This is an optimization exercise on Yosys and OpenROAD, whose aim is small area, not a production implementation. Function was checked by simulation only, so behaviour that the tests miss may differ from the original. The flow treats the clock pin as an ideal source. Dropping or thinning the clock tree relies on that and would not hold on a real chip. Power is estimated from default activity; no workload was simulated.

## old
## recursive_ma_fir
module recursive_ma_fir(
	input logic clk, input logic reset_n,
	input  logic signed [15:0] d,
	output logic signed [15:0] q_8tap,
	output logic signed [15:0] q_rma
	);
For scale: about 340 cells after synthesis, about 170 flip-flops.
==> module recursive_ma_fir, before the edit <==
module recursive_ma_fir(
	input logic clk, input logic reset_n,
	input  logic signed [15:0] d,
	output logic signed [15:0] q_8tap,
	output logic signed [15:0] q_rma
	);
	localparam int SK = 14;
	localparam int YK = 12;
	logic [15:0] del [6:0];
	logic [15:0] n7;     
	integer i;
	logic [2:0] cnt;
	always_ff@(posedge clk)
		if (reset_n == 1'b0)
			cnt <= 3'd0;
		else if (cnt != 3'd7)
			cnt <= cnt + 3'd1;
	logic m;
	assign m = reset_n & (cnt == 3'd7);
	logic [15:0] n6;     
	assign n6 = ~({16{m}} & del[6]);
	always_ff@(posedge clk) begin
		del[0] <= d;
		for (i = 1; i <= 6; i = i+1)
			del[i] <= del[i-1];
		n7 <= n6;
	end
	genvar g;
	logic [SK-1:0]  s_lo;      
	logic [18:SK]   s_hi;      
	logic           s_c;       
	logic [18:0]    s;         
	logic [19:SK] ic;
	assign ic[SK] = s_c;
	generate for (g = SK; g < 18; g = g + 1) begin : s_inc
		rma_ha u (.a(s_hi[g]), .b(ic[g]), .s(s[g]), .co(ic[g+1]));
	end endgenerate
	assign s[18] = s_hi[18] ^ ic[18];
	assign s[SK-1:0] = s_lo;
	logic [15:0] db, nb;
	assign db = {~d[15], d[14:0]};
	assign nb = {~n7[15], n7[14:0]};
	logic [15:0] ss, sk;
	generate for (g = 0; g < 16; g = g + 1) begin : s_csa
		rma_fa u (.a(s[g]), .b(db[g]), .c(nb[g]), .s(ss[g]), .co(sk[g]));
	end endgenerate
	logic [SK:0]   lc;
	logic [SK-1:0] lo_n;
	assign lo_n[0] = ~ss[0];
	assign lc[1]   = ss[0];
	generate for (g = 1; g < SK; g = g + 1) begin : s_lo_cpa
		rma_fa u (.a(ss[g]), .b(sk[g-1]), .c(lc[g]), .s(lo_n[g]), .co(lc[g+1]));
	end endgenerate
	logic [16:SK]  hc;
	logic [18:SK]  hi_n;
	rma_ha h0 (.a(ss[SK]), .b(sk[SK-1]), .s(hi_n[SK]), .co(hc[SK+1]));
	generate for (g = SK + 1; g < 16; g = g + 1) begin : s_hi_cpa
		rma_fa u (.a(ss[g]), .b(sk[g-1]), .c(hc[g]), .s(hi_n[g]), .co(hc[g+1]));
	end endgenerate
	assign hi_n[18:16] = s[18:16] + {2'b00, sk[15]} + {2'b00, hc[16]} + 3'b111;
	always_ff@(posedge clk)
		if (reset_n == 1'b0) begin
			s_lo <= '0;
			s_hi <= '0;
			s_c  <= 1'b0;
		end else begin
			s_lo <= lo_n;
			s_hi <= hi_n;
			s_c  <= lc[SK];
		end
	assign q_8tap = s[18:3];
	logic [YK-1:0] y_lo;      
	logic [15:YK]  y_hi;      
	logic          y_c;       
	logic [15:0]   y;         
	logic [16:YK] jc;
	assign jc[YK] = y_c;
	generate for (g = YK; g < 15; g = g + 1) begin : y_inc
		rma_ha u (.a(y_hi[g]), .b(jc[g]), .s(y[g]), .co(jc[g+1]));
	end endgenerate
	assign y[15] = y_hi[15] ^ jc[15];
	assign y[YK-1:0] = y_lo;
	logic c1, c2, c3;
	assign c1 = d[0] | n6[0];
	assign c2 = (d[1] & n6[1]) | (d[1] & c1) | (n6[1] & c1);
	assign c3 = (d[2] & n6[2]) | (d[2] & c2) | (n6[2] & c2);
	logic [12:0] ya, yb, ys, yk;
	assign ya = {~d[15], d[14:3]};
	assign yb = {~n6[15], n6[14:3]};
	generate for (g = 0; g < 13; g = g + 1) begin : y_csa
		rma_fa u (.a(y[g]), .b(ya[g]), .c(yb[g]), .s(ys[g]), .co(yk[g]));
	end endgenerate
	logic [YK:1]   yc;
	logic [YK-1:0] ylo_n;
	rma_ha y0 (.a(ys[0]), .b(c3), .s(ylo_n[0]), .co(yc[1]));
	generate for (g = 1; g < YK; g = g + 1) begin : y_lo_cpa
		rma_fa u (.a(ys[g]), .b(yk[g-1]), .c(yc[g]), .s(ylo_n[g]), .co(yc[g+1]));
	end endgenerate
	logic [13:YK]  yh;
	logic [15:YK]  yhi_n;
	rma_ha y1 (.a(ys[YK]), .b(yk[YK-1]), .s(yhi_n[YK]), .co(yh[YK+1]));
	generate for (g = YK + 1; g < 13; g = g + 1) begin : y_hi_cpa
		rma_fa u (.a(ys[g]), .b(yk[g-1]), .c(yh[g]), .s(yhi_n[g]), .co(yh[g+1]));
	end endgenerate
	assign yhi_n[15:13] = y[15:13] + {2'b00, yk[12]} + {2'b00, yh[13]} + 3'b111;
	always_ff@(posedge clk)
		if (reset_n == 1'b0) begin
			y_lo <= '0;
			y_hi <= '0;
			y_c  <= 1'b0;
		end else begin
			y_lo <= ylo_n;
			y_hi <= yhi_n;
			y_c  <= yc[YK];
		end
	assign q_rma = y;
endmodule
==> flow/config.mk <==
export PLATFORM = sky130hd
export DESIGN_NAME = recursive_ma_fir
export DESIGN_NICKNAME = recursive_ma_fir
export VERILOG_FILES = /design/flow/design.v
export SDC_FILE = /design/flow/constraint.sdc
export NUM_CORES = 4
export LEC_CHECK = 0
export CAP_MARGIN = 20
export CORE_MARGIN = 2
export CORE_UTILIZATION = 65
export PLACE_DENSITY = 0.75
export SLEW_MARGIN = 20
export SYNTH_HIERARCHICAL = 1
export SYNTH_MINIMUM_KEEP_SIZE = 0
==> flow/constraint.sdc <==
create_clock -name core_clock -period 7.0 [get_ports {clk}]
set_input_delay 1.4000 -clock core_clock [delete_from_list [all_inputs] [get_ports {clk}]]
set_output_delay 1.4000 -clock core_clock [all_outputs]
set_load 0.01 [all_outputs]
standard.sh (not shown) runs the stock make flow with config.mk's settings and CLKGATE_MAP_FILE= SYNTH_SCRIPT=/design/flow/synth_recipe.tcl, a recipe that flattens the netlist after the stock synthesis.
==> flow/flow/run.sh <==
#!/bin/bash
# The standard layout (standard.sh, with the standard synthesis unchanged)
# with three changes:
# * the port buffers are buf_1 instead of the flow's default delay buffer;
# * clock tree synthesis inserts no dummy loads and builds with clkbuf_8;
# * after CTS, flow/clock_trim.tcl merges and downsizes leaf clock buffers
#   while every flip-flop clock pin keeps its slew well under the limit.
# The full make output goes to flow.log in the work folder; ORFS keeps each
# step's own log under orfs/logs.
set -euo pipefail
here=$(pwd)
bash standard.sh \
  "BUFFER_PORTS_ARGS=-buffer_cell sky130_fd_sc_hd__buf_1" \
  "CTS_ARGS=-sink_clustering_enable -repair_clock_nets -dont_use_dummy_load -buf_list sky130_fd_sc_hd__clkbuf_8" \
  "POST_CTS_TCL=$here/flow/clock_trim.tcl" \
  finish > flow.log 2>&1
Other scripts of this flow, unchanged in this note and not shown: flow/flow/clock_trim.tcl
### old -> new
-- flow/design.v --
<<< old, line 8
	localparam int YK = 12;
	logic [15:0] del [6:0];
	logic [15:0] n7;     
	integer i;
	logic [2:0] cnt;
	always_ff@(posedge clk)
		if (reset_n == 1'b0)
			cnt <= 3'd0;
		else if (cnt != 3'd7)
			cnt <= cnt + 3'd1;
	logic m;
	assign m = reset_n & (cnt == 3'd7);
	logic [15:0] n6;     
	assign n6 = ~({16{m}} & del[6]);
	always_ff@(posedge clk) begin
		del[0] <= d;
		for (i = 1; i <= 6; i = i+1)
			del[i] <= del[i-1];
		n7 <= n6;
	end
	genvar g;
>>> new, line 8
	localparam int YK = 12;
	logic [15:0] del [6:0];
	logic [15:0] nb7;    
	integer i;
	logic [2:0] st, st_n;
	always_comb
		case (st)
			3'b000:  st_n = 3'b111;
			3'b111:  st_n = 3'b001;
			3'b001:  st_n = 3'b101;
			3'b101:  st_n = 3'b100;
			3'b100:  st_n = 3'b110;
			3'b110:  st_n = 3'b010;
			3'b010:  st_n = 3'b011;
			default: st_n = 3'b011;
		endcase
	always_ff@(posedge clk)
		if (reset_n == 1'b0)
			st <= 3'd0;
		else
			st <= st_n;
	logic m;
	assign m = reset_n & (st == 3'b011);
	logic [15:0] n6;     
	logic [15:0] nb6;    
	assign n6  = ~({16{m}} & del[6]);
	assign nb6 = {~n6[15], n6[14:0]};
	always_ff@(posedge clk) begin
		del[0] <= d;
		for (i = 1; i <= 6; i = i+1)
			del[i] <= del[i-1];
		nb7 <= nb6;
	end
	genvar g;
<<< old, line 40
	logic [15:0] db, nb;
	assign db = {~d[15], d[14:0]};
	assign nb = {~n7[15], n7[14:0]};
	logic [15:0] ss, sk;
	generate for (g = 0; g < 16; g = g + 1) begin : s_csa
>>> new, line 53
	logic [15:0] db, nb;
	assign db = {~d[15], d[14:0]};
	assign nb = nb7;
	logic [15:0] ss, sk;
	generate for (g = 0; g < 16; g = g + 1) begin : s_csa
<<< old, line 87
	logic [12:0] ya, yb, ys, yk;
	assign ya = {~d[15], d[14:3]};
	assign yb = {~n6[15], n6[14:3]};
	generate for (g = 0; g < 13; g = g + 1) begin : y_csa
		rma_fa u (.a(y[g]), .b(ya[g]), .c(yb[g]), .s(ys[g]), .co(yk[g]));
>>> new, line 100
	logic [12:0] ya, yb, ys, yk;
	assign ya = {~d[15], d[14:3]};
	assign yb = nb6[15:3];
	generate for (g = 0; g < 13; g = g + 1) begin : y_csa
		rma_fa u (.a(y[g]), .b(ya[g]), .c(yb[g]), .s(ys[g]), .co(yk[g]));
Results
- Looking at final core area utilization across old and new, the one that comes out higher is new.
- Compared with old, in new share of synthesized cell area in and, or, nand and nor gates went up, count of clock-buffer cells in the layout went up, fraction of area in clock buffers and inverters went down.
- new: relative contribution of the clock network to total power lower than old
- Relative to old, synthesized cell count has gone down in new.
- When new is set beside old, its number of well-tap cells placed turns out to be 3 smaller.
- Global-route wire length before repair on new is ahead of old.
- Post-synthesis average cell area: new vs old up about 0.55%
- Summary of new over old: cell count along the critical path went down, minimum hold slack did not really move, worst setup slack went up, starting density of the core went up.

separate check: timing with driven ports:
In the flow no input, the clock included, has a driving cell. The finished layouts below were timed again as built, in two steps.
Step 1: set_driving_cell puts a clkbuf_16 on clk and a buf_2 on each other input, an assumption about the parent block.
Step 2 moves the port delays by t, midway between the first and last clock arrival at a register: inputs arrive t later, outputs are due t later. That takes back most of the time a late clock gives input paths.
Slacks: ideal ports / drivers / drivers and shift; pairs: ideal ports / drivers.
run	shift t [ns]	slack for setup (ns)	clock arrival spread, ns	worst register clock-pin slew, ns	cell pins on the clock port's net
old	0.424	0.105 / 0.113 / -0.311	0.036 / 0.036	0.11 / 0.11	1
new	0.413	0.200 / 0.210 / -0.203	0.032 / 0.032	0.11 / 0.11	1
With both steps, setup timing fails in old and new, where it was met with ideal ports. For old, which loses most, drivers alone change the setup slack by +0.008 ns; drivers and shift together by -0.416 ns.
